This is an optimization exercise on Yosys and OpenROAD, whose aim is small area, a short achievable clock period and few clock cycles, not a production implementation.
At most, simulation tests tie the RTL to the original design; equivalence was not proved.

## LearningMachine
module LearningMachine(input clk,rst, start, input [6:0] x1Data,x2Data, input [1:0] tData, output[1:0] signYin, output[13:0] w1,w2,b,Yin,output ReadEn, Ready);
  reg busy, rdEn, valid;
  reg xlast, flag;
  reg [7:0] cnt;      
  reg [6:0] x1, x2;
  reg [3:0] o1, o2;      
  reg [2:0] tw1, tw2;    
  reg t;
  reg [11:0] u1, u2;
  reg [7:0] v;
  reg [13:0] yReg;
  wire [13:0] ya, yb;
  wire [11:0] u1n, u2n;
  wire n1;
  wire n2;
  wire n3;
  wire n4;
  wire n5;
  wire n6;
  wire n7;
  wire n8;
  wire n9;
  wire n10;
  wire n11;
  wire n12;
  wire n13;
  wire n14;
  wire n15;
  wire n16;
  wire n17;
  wire n18;
  wire n19;
  wire n20;
  wire n21;
  wire n22;
  wire n23;
  wire n24;
  wire n25;
  wire n26;
  wire n27;
  wire n28;
  wire n29;
  wire n30;
  wire n31;
  wire n32;
  wire n33;
  wire n34;
  wire n35;
  wire n36;
  wire n37;
  wire n38;
  wire n39;
  wire n40;
  wire n41;
  wire n42;
  wire n43;
  wire n44;
  wire n45;
  wire n46;
  wire n47;
  wire n48;
  wire n49;
  wire s50;
  wire c51;
  wire s52;
  wire c53;
  wire n54;
  wire n55;
  wire n56;
  wire n57;
  wire n58;
  wire n59;
  wire n60;
  wire n61;
  wire n62;
  wire n63;
  wire n64;
  wire n65;
  wire n66;
  wire n67;
  wire n68;
  wire n69;
  wire n70;
  wire n71;
  wire n72;
  wire n73;
  wire n74;
  wire n75;
  wire n76;
  wire n77;
  wire n78;
  wire n79;
  wire n80;
  wire n81;
  wire n82;
  wire n83;
  wire n84;
  wire n85;
  wire n86;
  wire n87;
  ...
clock: 12.0 ns
lec_check: 0
abc_clock_period_in_ps: 5000
cap_margin: 20
core_margin: 2
core_utilization: 40
setup_slack_margin: 5
slew_margin: 20
synth_hierarchical: 1
synth_minimum_keep_size: 0
standard.sh (not shown) runs the stock make flow with config.mk's settings and CLKGATE_MAP_FILE= SYNTH_SCRIPT=/design/flow/synth_recipe.tcl, a recipe that flattens the netlist after the stock synthesis.
==> flow/flow/run.sh <==
#!/bin/bash
set -euo pipefail
bash standard.sh SETUP_SLACK_MARGIN=8 'BUFFER_PORTS_ARGS=-buffer_cell sky130_fd_sc_hd__buf_1' finish > standard_make.log 2>&1
The starting point finished with timing, DRC and antenna clean.
Edit:
==> flow/flow/run.sh (replaced) <==
#!/bin/bash
set -euo pipefail
bash standard.sh SETUP_SLACK_MARGIN=7 'BUFFER_PORTS_ARGS=-buffer_cell sky130_fd_sc_hd__buf_1' finish > standard_make.log 2>&1
What happened: The changed run ran to the end with no violations. Routed wire length shrinks by 0.44%. Cell area shrinks by 1.9%. Non-clock buffer count grows by 4. Sequential share of layout area grows by 0.29 points.
No run of this note included a check of the RTL's function; only the layout flow was run.

---

== main ==
LearningMachine, a different RTL version from the one above (not shown whole).
For scale: about 930 cells after synthesis, roughly 79 I/O pins.
Settings: LEC_CHECK=0, ABC_CLOCK_PERIOD_IN_PS=5000, CAP_MARGIN=20, CORE_MARGIN=2, CORE_UTILIZATION=40, SETUP_SLACK_MARGIN=5, SLEW_MARGIN=20, SYNTH_HIERARCHICAL=1, SYNTH_MINIMUM_KEEP_SIZE=0; clock period 12.0 ns.
==> flow/flow/run.sh <==
#!/bin/bash
set -euo pipefail
bash standard.sh SETUP_SLACK_MARGIN=7.5 'BUFFER_PORTS_ARGS=-buffer_cell sky130_fd_sc_hd__buf_1' finish > standard_make.log 2>&1
Testbench counts of main, summed over its fixed seeds: cycles 145,544.
#### Input delta (the feature branch over main)
==> flow/run.sh (new file) <==
#!/bin/bash
# synth_recipe.tcl (not shown) runs the flow's synth.tcl, then flattens the netlist and writes it again
# the make line also repeats each setting of config.mk as NAME=value (left out here)
make -C /OpenROAD-flow-scripts/flow DESIGN_CONFIG=/design/flow/config.mk WORK_HOME=/design/flow/orfs CLKGATE_MAP_FILE= SYNTH_SCRIPT=/design/flow/synth_recipe.tcl finish
removed: flow/flow/run.sh
removed: flow/standard.sh
Results
Looking at placed instance area across main and the feature branch, the one that comes out higher is the feature branch. | combined global-route utilization of all metal layers | the feature branch vs main | 2.0 points lower |. Relative to main, count of cell instances traversed by the critical path decreased by 3 in the feature branch. The feature branch — number of cells traversed by the worst register-to-register path 3 lower, main as reference. Post-detailed-routing wire length: the feature branch better than main. Delta (the feature branch minus main): data required time of the worst path went up 0.03 ns; core area saw little to no change. The critical-path cell with the highest stage delay comes out sky130_fd_sc_hd__fa_1 in one run and sky130_fd_sc_hd__dfxtp_1 in the other, namely in main and the feature branch respectively. For the count of non-CTS buffers in the layout, the feature branch came in 34% lower than main did. Via count of the feature branch falls short of that of main by a few percent. main ended up with more cell instances than the feature branch did.

---

Another version of the RTL of LearningMachine (not shown whole).
For scale: ~940 cells after synthesis.
clock: 12.0 ns
lec_check: 0
abc_clock_period_in_ps: 5000
cap_margin: 20
core_margin: 2
core_utilization: 40
setup_slack_margin: 5
slew_margin: 20
synth_hierarchical: 1
synth_minimum_keep_size: 0
==> flow/flow/run.sh <==
#!/bin/bash
set -euo pipefail
bash standard.sh SETUP_SLACK_MARGIN=7 'BUFFER_PORTS_ARGS=-buffer_cell sky130_fd_sc_hd__buf_1' finish > standard_make.log 2>&1
Testbench counts at the start, summed over its fixed seeds: cycles 145,544.
Next try:
==> flow/flow/run.sh (replaced) <==
#!/bin/bash
set -euo pipefail
bash standard.sh SETUP_SLACK_MARGIN=7.5 'BUFFER_PORTS_ARGS=-buffer_cell sky130_fd_sc_hd__buf_1' finish > standard_make.log 2>&1
--- a/flow/config.mk
+++ b/flow/config.mk
@@ -9,5 +9,5 @@
 export CAP_MARGIN = 20
 export CORE_MARGIN = 2
-export CORE_UTILIZATION = 40
+export CORE_UTILIZATION = 60
 export SETUP_SLACK_MARGIN = 5
 export SLEW_MARGIN = 20
=> Fmax increases by 1.0%. Register-to-register slack improved by 0.05 ns. Area after synthesis stays the same. Utilization increases by 25 points.

---

LearningMachine, a different RTL version from the one above (not shown whole).
Size in the first run: about 1100 cells after synthesis, ~86 flip-flops, roughly 79 I/O pins, ~0.0094 mm2 of cells after synthesis.
==> flow/config.mk <==
export PLATFORM = sky130hd
export DESIGN_NAME = LearningMachine
export DESIGN_NICKNAME = LearningMachine
export VERILOG_FILES = /design/flow/design.v
export SDC_FILE = /design/flow/constraint.sdc
export NUM_CORES = 4
export LEC_CHECK = 0
export ABC_CLOCK_PERIOD_IN_PS = 5000
export CAP_MARGIN = 20
export CORE_MARGIN = 2
export CORE_UTILIZATION = 40
export SETUP_SLACK_MARGIN = 5
export SLEW_MARGIN = 20
export SYNTH_HIERARCHICAL = 1
export SYNTH_MINIMUM_KEEP_SIZE = 0
==> flow/constraint.sdc <==
create_clock -name core_clock -period 12.0 [get_ports {clk}]
set_input_delay 2.4000 -clock core_clock [delete_from_list [all_inputs] [get_ports {clk}]]
set_output_delay 2.4000 -clock core_clock [all_outputs]
set_load 0.01 [all_outputs]
==> flow/flow/run.sh <==
#!/bin/bash
set -euo pipefail
bash standard.sh SETUP_SLACK_MARGIN=7.5 SETUP_MOVE_SEQUENCE=unbuffer,size_down,sizeup,swap,clone 'BUFFER_PORTS_ARGS=-buffer_cell sky130_fd_sc_hd__buf_1' finish > standard_make.log 2>&1
Testbench counts at the start, summed over its fixed seeds: cycles 145,544.
Rerun with:
==> flow/flow/run.sh (replaced) <==
#!/bin/bash
set -euo pipefail
bash standard.sh SETUP_SLACK_MARGIN=8.5 'BUFFER_PORTS_ARGS=-buffer_cell sky130_fd_sc_hd__buf_1' finish > standard_make.log 2>&1
What happened:
- first-iteration DRC count rises by about 16%
- wire length rises by about 14%
- worst hold slack is better by 16 ps
- sequential share of layout area falls by 2.1 points
- core utilization rises by 5.9 points
- cell count rises by about 8%
- die area does not change
- non-clock buffer count rises by 108
Rerun with:
==> flow/flow/run.sh (replaced) <==
#!/bin/bash
set -euo pipefail
bash standard.sh SETUP_SLACK_MARGIN=7 'BUFFER_PORTS_ARGS=-buffer_cell sky130_fd_sc_hd__buf_1' finish > standard_make.log 2>&1
Outcome: Via count shrinks by 5.6%. Final area shrinks by 13%. Setup slack gets worse by 110 ps. Utilization shrinks by 6.9 points. Non-clock buffer count shrinks by 94.
Rerun with:
==> flow/flow/run.sh (replaced) <==
#!/bin/bash
set -euo pipefail
bash standard.sh SETUP_SLACK_MARGIN=7.5 'BUFFER_PORTS_ARGS=-buffer_cell sky130_fd_sc_hd__buf_1' finish > standard_make.log 2>&1
What happened: The new run finished clean; critical path depth stays the same; synthesized area stays the same; routed wire length is higher by 3.4%; final area is higher by 6.6%; worst setup slack improved by 150 ps; utilization is higher by 2.9 points; hold slack stays flat; first-iteration DRC count is higher by 9.8%; cell count is higher by 3.4%.

---

Setup of run A:
LearningMachine, a different RTL version from the one above (not shown whole).
Size: ~1100 cells after synthesis, about 86 flip-flops, about 79 I/O pins, ~0.0095 mm2 of cells after synthesis.
## LearningMachine
module LearningMachine(input clk,rst, start, input [6:0] x1Data,x2Data, input [1:0] tData, output[1:0] signYin, output[13:0] w1,w2,b,Yin,output ReadEn, Ready);
==> flow/config.mk <==
export PLATFORM = sky130hd
export DESIGN_NAME = LearningMachine
export DESIGN_NICKNAME = LearningMachine
export VERILOG_FILES = /design/flow/design.v
export SDC_FILE = /design/flow/constraint.sdc
export NUM_CORES = 4
export LEC_CHECK = 0
export ABC_CLOCK_PERIOD_IN_PS = 5000
export CAP_MARGIN = 20
export CORE_MARGIN = 2
export CORE_UTILIZATION = 40
export SETUP_SLACK_MARGIN = 5
export SLEW_MARGIN = 20
export SYNTH_HIERARCHICAL = 1
export SYNTH_MINIMUM_KEEP_SIZE = 0
==> flow/constraint.sdc <==
create_clock -name core_clock -period 12.0 [get_ports {clk}]
set_input_delay 2.4000 -clock core_clock [delete_from_list [all_inputs] [get_ports {clk}]]
set_output_delay 2.4000 -clock core_clock [all_outputs]
set_load 0.01 [all_outputs]
==> flow/flow/run.sh <==
#!/bin/bash
set -euo pipefail
bash standard.sh SETUP_SLACK_MARGIN=7 'BUFFER_PORTS_ARGS=-buffer_cell sky130_fd_sc_hd__buf_1' finish > standard_make.log 2>&1
Run A: flow completed, timing, DRC and antenna clean
Testbench counts of run A, summed over its fixed seeds: cycles 145,544.
Relative to run A, the following input files were edited for run B:
==> flow/flow/run.sh <==
#!/bin/bash
set -euo pipefail
bash standard.sh SETUP_SLACK_MARGIN=7.25 'BUFFER_PORTS_ARGS=-buffer_cell sky130_fd_sc_hd__buf_1' finish > standard_make.log 2>&1
--- outcome ---
Diff run A -> run B | hold slack | increase of 9.0 ps. From run A to run B the numbers moved as follows: instance count on the critical path rose by about 5%; fmax rose by about 1.6%; wire length rose by 150 um; setup slack rose by 71 ps. The period utilization in run B was lower than what run A gave. Run B against run A: number of buffers and inverters on the critical path grew by 4; register clock-pin slew on the reported worst setup and hold paths has remained practically unchanged. The end of the critical path comes out u2[0] in one run and u2[11] in the other, namely in run A and run B respectively.

---

LearningMachine with an RTL version that a note above also has.
Size in the first run: ~1100 cells after synthesis, about 86 flip-flops, about 79 I/O pins, ~9400 um2 of cells after synthesis.
==> flow/design.v (excerpt) <==
module LearningMachine(input clk,rst, start, input [6:0] x1Data,x2Data, input [1:0] tData, output[1:0] signYin, output[13:0] w1,w2,b,Yin,output ReadEn, Ready);
  reg busy, rdEn, valid;
  reg xlast, flag;
  reg [7:0] cnt;      
  reg [6:0] x1, x2;
  reg [3:0] o1, o2;      
  reg [2:0] tw1, tw2;    
  reg t;
  reg [11:0] u1, u2;
  reg [7:0] v;
  reg [13:0] yReg;
  wire [13:0] ya, yb;
  wire [11:0] u1n, u2n;
  wire n1;
  wire n2;
  wire n3;
  wire n4;
  wire n5;
  wire n6;
  wire n7;
  wire n8;
  wire n9;
  wire n10;
  wire n11;
  wire n12;
  wire n13;
  wire n14;
  wire n15;
  wire n16;
  wire n17;
  wire n18;
  wire n19;
  wire n20;
  wire n21;
  wire n22;
  wire n23;
  wire n24;
  wire n25;
  wire n26;
  wire n27;
  wire n28;
  wire n29;
  wire n30;
  wire n31;
  wire n32;
  wire n33;
  wire n34;
  wire n35;
  wire n36;
  wire n37;
  wire n38;
  wire n39;
  wire n40;
  wire n41;
  wire n42;
  wire n43;
  wire n44;
  wire n45;
  wire n46;
  wire n47;
  wire n48;
  wire n49;
  wire n50;
  wire n51;
  wire n52;
  wire n53;
  wire n54;
  wire n55;
  wire n56;
  wire n57;
  wire n58;
  wire n59;
  wire n60;
  wire n61;
  wire n62;
  wire n63;
  wire n64;
  wire n65;
  wire n66;
  wire n67;
  wire n68;
  wire n69;
  wire n70;
  wire n71;
  wire n72;
  wire n73;
  wire n74;
  wire n75;
  wire n76;
  wire n77;
  wire n78;
  wire n79;
  wire n80;
  wire n81;
  wire n82;
  wire n83;
  wire n84;
  wire n85;
  wire n86;
  wire n87;
  wire n88;
  wire n89;
  wire n90;
  wire n91;
  wire n92;
  wire n93;
  wire n94;
  wire n95;
  wire n96;
  wire n97;
  wire n98;
  wire n99;
  wire t100;
  wire s101;
  wire c102;
  wire t103;
  wire s104;
  wire c105;
  wire s106;
  wire c107;
  wire t108;
  wire s109;
  wire c110;
  wire t111;
  wire s112;
  wire c113;
  wire t114;
  wire s115;
  wire c116;
  wire t117;
  wire s118;
  wire c119;
  wire s120;
  wire c121;
  wire t122;
  wire s123;
  wire c124;
  wire t125;
  wire s126;
  wire c127;
  wire t128;
  wire s129;
  wire c130;
  wire t131;
  wire s132;
  wire c133;
  wire t134;
  wire s135;
  wire c136;
  wire t137;
  wire s138;
  wire c139;
  wire t140;
  wire s141;
  wire c142;
  wire t143;
  wire s144;
  wire c145;
  wire t146;
  wire s147;
  wire c148;
  wire t149;
  wire s150;
  wire c151;
  wire t152;
  wire s153;
  wire c154;
  wire t155;
  ...
clock: 12.0 ns
lec_check: 0
abc_clock_period_in_ps: 5000
cap_margin: 20
core_margin: 2
core_utilization: 40
setup_slack_margin: 5
slew_margin: 20
synth_hierarchical: 1
synth_minimum_keep_size: 0
==> flow/flow/run.sh <==
#!/bin/bash
set -euo pipefail
bash standard.sh SETUP_SLACK_MARGIN=8 'BUFFER_PORTS_ARGS=-buffer_cell sky130_fd_sc_hd__buf_1' finish > standard_make.log 2>&1
Testbench counts at the start, summed over its fixed seeds: cycles 145,544.
Then changed:
==> flow/flow/run.sh (replaced) <==
#!/bin/bash
set -euo pipefail
bash standard.sh SETUP_SLACK_MARGIN=6.5 'BUFFER_PORTS_ARGS=-buffer_cell sky130_fd_sc_hd__buf_1' finish > standard_make.log 2>&1
Non-clock buffer count went down by 88.
Wire length went down by 12%.
Flip-flop and latch count is unchanged.
Via count went down by 6.1%.
Utilization went down by 5.8 points.
Design area went down by 12%.
Synthesized cell count is unchanged.
Die area does not change.
Global-route usage went down by 1.5 points.
Then changed:
==> flow/flow/run.sh (replaced) <==
#!/bin/bash
set -euo pipefail
bash standard.sh SETUP_SLACK_MARGIN=7 SETUP_MOVE_SEQUENCE=unbuffer,size_down,sizeup,swap,clone 'BUFFER_PORTS_ARGS=-buffer_cell sky130_fd_sc_hd__buf_1' finish > standard_make.log 2>&1
Design area came out higher by about 1.7%.
Final cell count barely changes.
Die area is unchanged.
Via count came out higher by about 0.7%.
Flip-flop and latch count stays the same.
Global-route usage stays flat.

---

Another version of the RTL of LearningMachine (not shown whole).
Size in the first run: roughly 1100 cells after synthesis, ~86 flip-flops, roughly 79 I/O pins, roughly 9500 µm² of cells after synthesis.
clock: 12.0 ns
lec_check: 0
abc_clock_period_in_ps: 5000
cap_margin: 20
core_margin: 2
core_utilization: 40
setup_slack_margin: 5
slew_margin: 20
synth_hierarchical: 1
synth_minimum_keep_size: 0
==> flow/flow/run.sh <==
#!/bin/bash
set -euo pipefail
bash standard.sh SETUP_SLACK_MARGIN=7 'BUFFER_PORTS_ARGS=-buffer_cell sky130_fd_sc_hd__buf_1' finish > standard_make.log 2>&1
The baseline passed the timing, DRC and antenna checks.
Testbench counts at the start, summed over its fixed seeds: cycles 145,544.
Next try:
==> flow/flow/run.sh (replaced) <==
#!/bin/bash
set -euo pipefail
bash standard.sh SETUP_SLACK_MARGIN=7.5 'BUFFER_PORTS_ARGS=-buffer_cell sky130_fd_sc_hd__buf_1' finish > standard_make.log 2>&1
Effect: The new run ran to the end with no violations; design area came out higher by about 9%; clock-buffer cell count goes down by 1; hold slack stays flat.

## separate check: timing with driven ports
How much do the figures lean on ideal ports? The routed layouts below were timed once more, with nothing changed but the port constraints. Step 1, drivers: a clkbuf_16 drives clk and a buf_2 each remaining input, both assumed. Step 2 also shifts input and output timing later by t, the mid clock arrival at the registers, as if the neighbouring blocks saw the same clock. a / b / c = ideal / step 1 / step 2; a / b = the first two.
run	t (ns)	setup WS [ns]	pins driven straight from the clock port
the first run of note 1	0.395	7.109 / 7.109 / 7.109	1
the second run of note 1	0.393	6.986 / 6.986 / 6.986	1
main	0.401	6.928 / 6.928 / 6.928	1
the feature branch	0.391	6.028 / 6.028 / 6.028	1
the first run of note 3	0.399	6.926 / 6.926 / 6.926	1
the second run of note 3	0.403	6.976 / 6.976 / 6.976	1
the first run of note 4	0.401	7.233 / 7.233 / 7.233	1
the second run of note 4	0.393	7.366 / 7.366 / 7.366	1
the third run of note 4	0.404	7.261 / 7.261 / 7.261	1
the fourth run of note 4	0.402	7.409 / 7.409 / 7.409	1
run A	0.391	7.428 / 7.428 / 7.428	1
run B	0.393	7.499 / 7.499 / 7.499	1
the first run of note 6	0.396	7.373 / 7.373 / 7.373	1
the second run of note 6	0.405	6.860 / 6.860 / 6.860	1
the third run of note 6	0.405	7.175 / 7.175 / 7.175	1
the first run of note 7	0.394	7.273 / 7.273 / 7.273	1
the second run of note 7	0.403	7.627 / 7.627 / 7.627	1
After both steps setup and hold are still met in every run listed.
